What follows belongs to an exercise in optimizing a design on an open flow for small area and a short achievable clock period; a production flow would make more cautious choices.
Where RTL was checked, it was by simulation tests only, not by an equivalence proof against the original.
Power and IR drop assume default switching activity.

## old
==> flow/design.v (excerpt) <==
module Top_Module(
    input clk,
    input wire [31:0] Num1,
    input wire [31:0] Num2,
    output reg [31:0] out
);
    wire [24:0] be = {1'b1, Num2[22:0], 1'b0};
    reg [11:0] bo, bt, bn;         
    reg [22:0] ma;
    reg [9:0]  x1;
    reg        s1, n1;
    wire [7:0] ea = Num1[30:23];
    wire [7:0] eb = Num2[30:23];
    wire zero1 = (ea == 8'h00);
    wire zero2 = (eb == 8'h00);
    wire max1  = (ea == 8'hFF);
    wire max2  = (eb == 8'hFF);
    wire fz1   = (Num1[22:0] == 23'd0);
    wire fz2   = (Num2[22:0] == 23'd0);
    wire inf1  = max1 & fz1;
    wire inf2  = max2 & fz2;
    wire is_nan = (max1 & ~fz1) | (max2 & ~fz2) | (inf1 & zero2) | (inf2 & zero1);
    wire is_inf = inf1 | inf2;
    wire is_zero = zero1 | zero2;
    wire [9:0] esum = {2'b00, ea} + {2'b00, eb} - 10'd127;
    wire [9:0] e1 = (is_nan | is_inf) ? 10'd383 : is_zero ? 10'h380 : esum;
    integer k;
    always @(posedge clk) begin
        for (k = 0; k < 12; k = k + 1) begin
            bo[k] <= be[2*k+1] ^ be[2*k];
            bt[k] <= (be[2*k+2] & ~be[2*k+1] & ~be[2*k]) | (~be[2*k+2] & be[2*k+1] & be[2*k]);
  ...
Settings: LEC_CHECK=0, CAP_MARGIN=20, CORE_MARGIN=2, CORE_UTILIZATION=55, CTS_CLUSTER_DIAMETER=100, CTS_CLUSTER_SIZE=20, SLEW_MARGIN=20, SYNTH_HIERARCHICAL=1, SYNTH_MINIMUM_KEEP_SIZE=0; clock period 11.0 ns.
standard.sh (not shown) runs the stock make flow with config.mk's settings and CLKGATE_MAP_FILE= SYNTH_SCRIPT=/design/flow/synth_recipe.tcl, a recipe that flattens the netlist after the stock synthesis.
==> flow/flow/run.sh <==
#!/bin/bash
# Standard layout (the standard.sh) with two changes to how it is made:
# port buffers use buf_2 instead of the default delay-cell choice, and timing
# repair aims for a setup slack of 7.85 ns instead of 0. The clock period and
# all constraints are unchanged. Full tool output goes to standard.log.
bash standard.sh SETUP_SLACK_MARGIN=7.85 "BUFFER_PORTS_ARGS=-buffer_cell sky130_fd_sc_hd__buf_2" finish > standard.log 2>&1
Modified inputs, new compared to old
--- a/flow/design.v
+++ b/flow/design.v
@@ -4,41 +4,39 @@
     input wire [31:0] Num2,
     output reg [31:0] out
 );
     wire [24:0] be = {1'b1, Num2[22:0], 1'b0};
     reg [11:0] bo, bt, bn;         
     reg [22:0] ma;
-    reg [9:0]  x1;
-    reg        s1, n1;
-    wire [7:0] ea = Num1[30:23];
-    wire [7:0] eb = Num2[30:23];
-    wire zero1 = (ea == 8'h00);
-    wire zero2 = (eb == 8'h00);
-    wire max1  = (ea == 8'hFF);
-    wire max2  = (eb == 8'hFF);
-    wire fz1   = (Num1[22:0] == 23'd0);
-    wire fz2   = (Num2[22:0] == 23'd0);
-    wire inf1  = max1 & fz1;
-    wire inf2  = max2 & fz2;
-    wire is_nan = (max1 & ~fz1) | (max2 & ~fz2) | (inf1 & zero2) | (inf2 & zero1);
-    wire is_inf = inf1 | inf2;
-    wire is_zero = zero1 | zero2;
-    wire [9:0] esum = {2'b00, ea} + {2'b00, eb} - 10'd127;
-    wire [9:0] e1 = (is_nan | is_inf) ? 10'd383 : is_zero ? 10'h380 : esum;
+    reg [7:0]  ea1, eb1;
+    reg        s1;
     integer k;
     always @(posedge clk) begin
         for (k = 0; k < 12; k = k + 1) begin
             bo[k] <= be[2*k+1] ^ be[2*k];
             bt[k] <= (be[2*k+2] & ~be[2*k+1] & ~be[2*k]) | (~be[2*k+2] & be[2*k+1] & be[2*k]);
             bn[k] <= be[2*k+2];
         end
-        ma <= Num1[22:0];
-        x1 <= e1;
-        s1 <= (Num1[31] ^ Num2[31]) & ~is_nan;
-        n1 <= is_nan;
+        ma  <= Num1[22:0];
+        ea1 <= Num1[30:23];
+        eb1 <= Num2[30:23];
+        s1  <= Num1[31] ^ Num2[31];
     end
+    wire fa1 = (ma == 23'd0);
+    wire fb1 = ~(|bo) & ~(|bt[10:0]);
+    wire zero1 = (ea1 == 8'h00);
+    wire zero2 = (eb1 == 8'h00);
+    wire max1  = (ea1 == 8'hFF);
+    wire max2  = (eb1 == 8'hFF);
+    wire inf1  = max1 & fa1;
+    wire inf2  = max2 & fb1;
+    wire is_nan = (max1 & ~fa1) | (max2 & ~fb1) | (inf1 & zero2) | (inf2 & zero1);
+    wire is_inf = inf1 | inf2;
+    wire is_zero = zero1 | zero2;
+    wire [9:0] esum = {2'b00, ea1} + {2'b00, eb1} - 10'd127;
+    wire [9:0] e2 = (is_nan | is_inf) ? 10'd383 : is_zero ? 10'h380 : esum;
     wire pp_0_0 = bn[0] ^ ((bo[0] & ma[0]));
     wire pp_0_1 = bn[0] ^ ((bo[0] & ma[1]) | (bt[0] & ma[0]));
     wire pp_0_2 = bn[0] ^ ((bo[0] & ma[2]) | (bt[0] & ma[1]));
     wire pp_0_3 = bn[0] ^ ((bo[0] & ma[3]) | (bt[0] & ma[2]));
     wire pp_0_4 = bn[0] ^ ((bo[0] & ma[4]) | (bt[0] & ma[3]));
     wire pp_0_5 = bn[0] ^ ((bo[0] & ma[5]) | (bt[0] & ma[4]));
@@ -956,15 +954,15 @@
         q45_1 <= f240_c;
         q46_0 <= f243_s;
         q47_0 <= f244_s;
         q47_1 <= f243_c;
         lc2 <= lsum[8];
         ls2 <= lsz;
-        s2 <= s1;
-        n2 <= n1;
-        x2 <= x1;
+        s2 <= s1 & ~is_nan;
+        n2 <= is_nan;
+        x2 <= e2;
     end
     wire mf245_s, mf245_c;
     fa u_mf245 (.a(q8_0), .b(q8_1), .c(q8_2), .s(mf245_s), .co(mf245_c));
     wire mh4_s, mh4_c;
     ha u_mh4 (.a(q9_0), .b(q9_1), .s(mh4_s), .co(mh4_c));
     wire mf246_s, mf246_c;
Results
- new completed end to end with timing, DRC and antenna clean.
- Total chip power (higher): new
- new vs. old: synthesis-to-layout area growth shows a reduction of 1.2 points; final worst slack climbed 250 ps; final cell count without fillers has increased.
- Any difference in wire length reported by the detailed router between new and old is small enough to ignore.
- Sort new and old by delay of the slowest critical-path stage asc -> top: old
- Going from old to new, hold slack grew by 9.0 ps, synthesized cell count higher.
Function not checked in old: the RTL went through the layout flow alone.

## rev 12
Top_Module with an RTL version that a note above also has.
For scale: about 2000 cells after synthesis, ~270 flip-flops, roughly 97 I/O pins, ~0.021 mm2 of cells after synthesis.
## Top_Module
module Top_Module(
    input clk,
    input wire [31:0] Num1,
    input wire [31:0] Num2,
    output reg [31:0] out
);
export LEC_CHECK = 0
export CAP_MARGIN = 20
export CORE_MARGIN = 2
export CORE_UTILIZATION = 55
export CTS_CLUSTER_DIAMETER = 120
export CTS_CLUSTER_SIZE = 30
export SLEW_MARGIN = 20
export SYNTH_HIERARCHICAL = 1
export SYNTH_MINIMUM_KEEP_SIZE = 0
create_clock -name core_clock -period 11.0 [get_ports {clk}]
Scripts as last shown in full above: flow/flow/run.sh
Rev 12 was carried through to the last stage, and its layout satisfied the timing, design-rule and antenna checks.
## Diff of input files: rev 13 against rev 12
diff --git a/flow/design.v b/flow/design.v
--- a/flow/design.v
+++ b/flow/design.v
@@ -1,36 +1,36 @@
 module Top_Module(
     input clk,
     input wire [31:0] Num1,
     input wire [31:0] Num2,
     output reg [31:0] out
 );
     wire [24:0] be = {1'b1, Num2[22:0], 1'b0};
     reg [11:0] bo, bt, bn;         
     reg [22:0] ma;
     reg [7:0]  ea1, eb1;
-    reg        s1;
+    reg        fa1, fb1, s1;
     integer k;
     always @(posedge clk) begin
         for (k = 0; k < 12; k = k + 1) begin
             bo[k] <= be[2*k+1] ^ be[2*k];
             bt[k] <= (be[2*k+2] & ~be[2*k+1] & ~be[2*k]) | (~be[2*k+2] & be[2*k+1] & be[2*k]);
             bn[k] <= be[2*k+2];
         end
         ma  <= Num1[22:0];
         ea1 <= Num1[30:23];
         eb1 <= Num2[30:23];
+        fa1 <= (Num1[22:0] == 23'd0);
+        fb1 <= (Num2[22:0] == 23'd0);
         s1  <= Num1[31] ^ Num2[31];
     end
-    wire fa1 = (ma == 23'd0);
-    wire fb1 = ~(|bo) & ~(|bt[10:0]);
     wire zero1 = (ea1 == 8'h00);
     wire zero2 = (eb1 == 8'h00);
     wire max1  = (ea1 == 8'hFF);
     wire max2  = (eb1 == 8'hFF);
     wire inf1  = max1 & fa1;
     wire inf2  = max2 & fb1;
     wire is_nan = (max1 & ~fa1) | (max2 & ~fb1) | (inf1 & zero2) | (inf2 & zero1);
     wire is_inf = inf1 | inf2;
     wire is_zero = zero1 | zero2;
     wire [9:0] esum = {2'b00, ea1} + {2'b00, eb1} - 10'd127;
     wire [9:0] e2 = (is_nan | is_inf) ? 10'd383 : is_zero ? 10'h380 : esum;
==> comparison <==
When rev 13 is measured against rev 12, its area taken by flip-flops and latches turns out about 1.2% higher. Looking at fmax, rev 13 sits above rev 12. Number of DRC markers after the initial detailed-route iteration: rev 12 vs rev 13, no meaningful difference. Final setup slack of the worst path came out higher on rev 13 than on rev 12. Comparing rev 13 with rev 12, the fraction of the cycle the final worst path needs came out essentially unchanged. Rev 13 vs rev 12 — combinational cell fraction of total power dropped 0.5 points. Compared with rev 12, in rev 13 clock group share of total power flat; hold slack moved up; cell area barely changed. Looking only at count of clock-buffer cells in the layout, and setting everything else aside, the lower value of rev 13 and rev 12 goes to rev 12.
Function not checked in rev 13: the RTL went through the layout flow alone.

## v17
Top_Module, a different RTL version from the one above (not shown whole).
For scale: ~270 flip-flops, ~97 I/O pins.
Settings: LEC_CHECK=0, CAP_MARGIN=20, CORE_MARGIN=2, CORE_UTILIZATION=55, CTS_CLUSTER_DIAMETER=120, CTS_CLUSTER_SIZE=30, SLEW_MARGIN=20, SYNTH_HIERARCHICAL=1, SYNTH_MINIMUM_KEEP_SIZE=0; clock period 11.0 ns.
Scripts as last shown in full above: flow/flow/run.sh
Input-level comparison between v31 and v17:
diff --git a/flow/design.v b/flow/design.v
--- a/flow/design.v
+++ b/flow/design.v
@@ -4,39 +4,41 @@
     input wire [31:0] Num2,
     output reg [31:0] out
 );
     wire [24:0] be = {1'b1, Num2[22:0], 1'b0};
     reg [11:0] bo, bt, bn;         
     reg [22:0] ma;
-    reg [7:0]  ea1, eb1;
-    reg        fa1, fb1, s1;
+    reg [9:0]  x1;
+    reg        s1, n1;
+    wire [7:0] ea = Num1[30:23];
+    wire [7:0] eb = Num2[30:23];
+    wire zero1 = (ea == 8'h00);
+    wire zero2 = (eb == 8'h00);
+    wire max1  = (ea == 8'hFF);
+    wire max2  = (eb == 8'hFF);
+    wire fz1   = (Num1[22:0] == 23'd0);
+    wire fz2   = (Num2[22:0] == 23'd0);
+    wire inf1  = max1 & fz1;
+    wire inf2  = max2 & fz2;
+    wire is_nan = (max1 & ~fz1) | (max2 & ~fz2) | (inf1 & zero2) | (inf2 & zero1);
+    wire is_inf = inf1 | inf2;
+    wire is_zero = zero1 | zero2;
+    wire [9:0] esum = {2'b00, ea} + {2'b00, eb} - 10'd127;
+    wire [9:0] e1 = (is_nan | is_inf) ? 10'd383 : is_zero ? 10'h380 : esum;
     integer k;
     always @(posedge clk) begin
         for (k = 0; k < 12; k = k + 1) begin
             bo[k] <= be[2*k+1] ^ be[2*k];
             bt[k] <= (be[2*k+2] & ~be[2*k+1] & ~be[2*k]) | (~be[2*k+2] & be[2*k+1] & be[2*k]);
             bn[k] <= be[2*k+2];
         end
-        ma  <= Num1[22:0];
-        ea1 <= Num1[30:23];
-        eb1 <= Num2[30:23];
-        fa1 <= (Num1[22:0] == 23'd0);
-        fb1 <= (Num2[22:0] == 23'd0);
-        s1  <= Num1[31] ^ Num2[31];
+        ma <= Num1[22:0];
+        x1 <= e1;
+        s1 <= (Num1[31] ^ Num2[31]) & ~is_nan;
+        n1 <= is_nan;
     end
-    wire zero1 = (ea1 == 8'h00);
-    wire zero2 = (eb1 == 8'h00);
-    wire max1  = (ea1 == 8'hFF);
-    wire max2  = (eb1 == 8'hFF);
-    wire inf1  = max1 & fa1;
-    wire inf2  = max2 & fb1;
-    wire is_nan = (max1 & ~fa1) | (max2 & ~fb1) | (inf1 & zero2) | (inf2 & zero1);
-    wire is_inf = inf1 | inf2;
-    wire is_zero = zero1 | zero2;
-    wire [9:0] esum = {2'b00, ea1} + {2'b00, eb1} - 10'd127;
-    wire [9:0] e2 = (is_nan | is_inf) ? 10'd383 : is_zero ? 10'h380 : esum;
     wire pp_0_0 = bn[0] ^ ((bo[0] & ma[0]));
     wire pp_0_1 = bn[0] ^ ((bo[0] & ma[1]) | (bt[0] & ma[0]));
     wire pp_0_2 = bn[0] ^ ((bo[0] & ma[2]) | (bt[0] & ma[1]));
     wire pp_0_3 = bn[0] ^ ((bo[0] & ma[3]) | (bt[0] & ma[2]));
     wire pp_0_4 = bn[0] ^ ((bo[0] & ma[4]) | (bt[0] & ma[3]));
     wire pp_0_5 = bn[0] ^ ((bo[0] & ma[5]) | (bt[0] & ma[4]));
@@ -842,12 +844,15 @@
     wire f242_c = ma[22] | pp_11_24;
     wire f243_s, f243_c;
     fa u_f243 (.a(f242_s), .b(f241_c), .c(h3_c), .s(f243_s), .co(f243_c));
     wire f244_s = ~(sn_11 ^ f242_c);
     wire f244_c = sn_11 | f242_c;
     wire [8:0] lsum = {1'b0, h2_s, f6_s, f3_s, f1_s, h0_s, f0_s, pp_0_1, bn[0]} + {1'b0, f6_c, 1'b0, 1'b0, h1_s, f0_c, 1'b0, 1'b0, pp_0_0};
+    wire [7:0] lx = {h2_s, f6_s, f3_s, f1_s, h0_s, f0_s, pp_0_1, bn[0]};
+    wire [7:0] ly = {f6_c, 1'b0, 1'b0, h1_s, f0_c, 1'b0, 1'b0, pp_0_0};
+    wire lsz = (lx[0] ^ ly[0]) | (|((lx[7:1] ^ ly[7:1]) ^ (lx[6:0] | ly[6:0])));
     reg q8_0, q8_1, q8_2, q9_0, q9_1, q10_0, q10_1, q11_0, q11_1, q12_0, q12_1, q13_0, q13_1, q14_0, q14_1, q15_0, q15_1, q16_0, q16_1, q17_0, q17_1, q18_0, q18_1, q19_0, q19_1, q19_2, q19_3, q20_0, q20_1, q20_2, q21_0, q21_1, q21_2, q22_0, q22_1, q22_2, q23_0, q23_1, q23_2, q24_0, q24_1, q24_2, q24_3, q25_0, q25_1, q25_2, q26_0, q26_1, q26_2, q27_0, q27_1, q27_2, q27_3, q28_0, q28_1, q28_2, q29_0, q29_1, q29_2, q29_3, q30_0, q30_1, q30_2, q31_0, q31_1, q31_2, q31_3, q32_0, q32_1, q32_2, q33_0, q33_1, q34_0, q34_1, q35_0, q35_1, q35_2, q36_0, q36_1, q37_0, q37_1, q37_2, q38_0, q38_1, q39_0, q39_1, q39_2, q40_0, q40_1, q41_0, q42_0, q42_1, q42_2, q43_0, q44_0, q44_1, q44_2, q45_0, q45_1, q46_0, q47_0, q47_1;
     reg        s2, n2;
     reg [9:0]  x2;
     reg        lc2, ls2;
     always @(posedge clk) begin
         q8_0 <= f10_s;
@@ -950,16 +955,16 @@
         q45_0 <= h3_s;
         q45_1 <= f240_c;
         q46_0 <= f243_s;
         q47_0 <= f244_s;
         q47_1 <= f243_c;
         lc2 <= lsum[8];
-        ls2 <= |lsum[7:0];
-        s2 <= s1 & ~is_nan;
-        n2 <= is_nan;
-        x2 <= e2;
+        ls2 <= lsz;
+        s2 <= s1;
+        n2 <= n1;
+        x2 <= x1;
     end
     wire mf245_s, mf245_c;
     fa u_mf245 (.a(q8_0), .b(q8_1), .c(q8_2), .s(mf245_s), .co(mf245_c));
     wire mh4_s, mh4_c;
     ha u_mh4 (.a(q9_0), .b(q9_1), .s(mh4_s), .co(mh4_c));
     wire mf246_s, mf246_c;
### Flow results
In the metrics for v31 and v17, the one carrying the higher global-route usage over all layers is v31. Floorplan die area in v31 is about 1% lower than in v17. v31 has power dissipated by switching net loads above what v17 had. Re data arrival time of the critical path: v17 was lower than v31. Compared with v17, v31 ends up with a larger final cell area. Diff v17 -> v31 | layout net count | increase of 23. v31 has less setup slack than v17. From v17 to v31 the numbers moved as follows: depth of the most critical reg-to-reg path climbed 1, leakage power figure climbed about 1.5%, placed wire-length estimate climbed about 2.2%, sequential standard cell area dropped 2.7%.
The RTL of v31 was laid out without a check of its function.

==> re-timing with driven ports <==
The results above use ideal ports. As a check the final layouts listed here were re-extracted and re-timed, cells and wires unchanged.
Step 1 assumes that a clkbuf_16 drives the clock port and a buf_2 every other input.
Step 2 also shifts input and output timing later by t, the mid clock arrival at the registers, as if the neighbouring blocks saw the same clock.
a / b / c = ideal ports / drivers / drivers and shift; a / b = the first two.
run | shift t [ns] | setup slack, ns | worst register clock-pin slew, ns
old | 0.566 | 7.555 / 7.569 / 7.003 | 0.09 / 0.09
new | 0.579 | 7.801 / 7.767 / 7.801 | 0.09 / 0.09
rev 12 | 0.575 | 7.812 / 7.766 / 7.812 | 0.12 / 0.12
rev 13 | 0.565 | 7.824 / 7.791 / 7.296 | 0.12 / 0.12
v17 | 0.559 | 7.802 / 7.789 / 7.437 | 0.12 / 0.12
v31 | 0.561 | 7.590 / 7.603 / 7.042 | 0.12 / 0.12
After both steps every run listed still meets setup and hold. For old, which loses most, drivers alone change the setup slack by +0.014 ns; drivers and shift together by -0.552 ns.
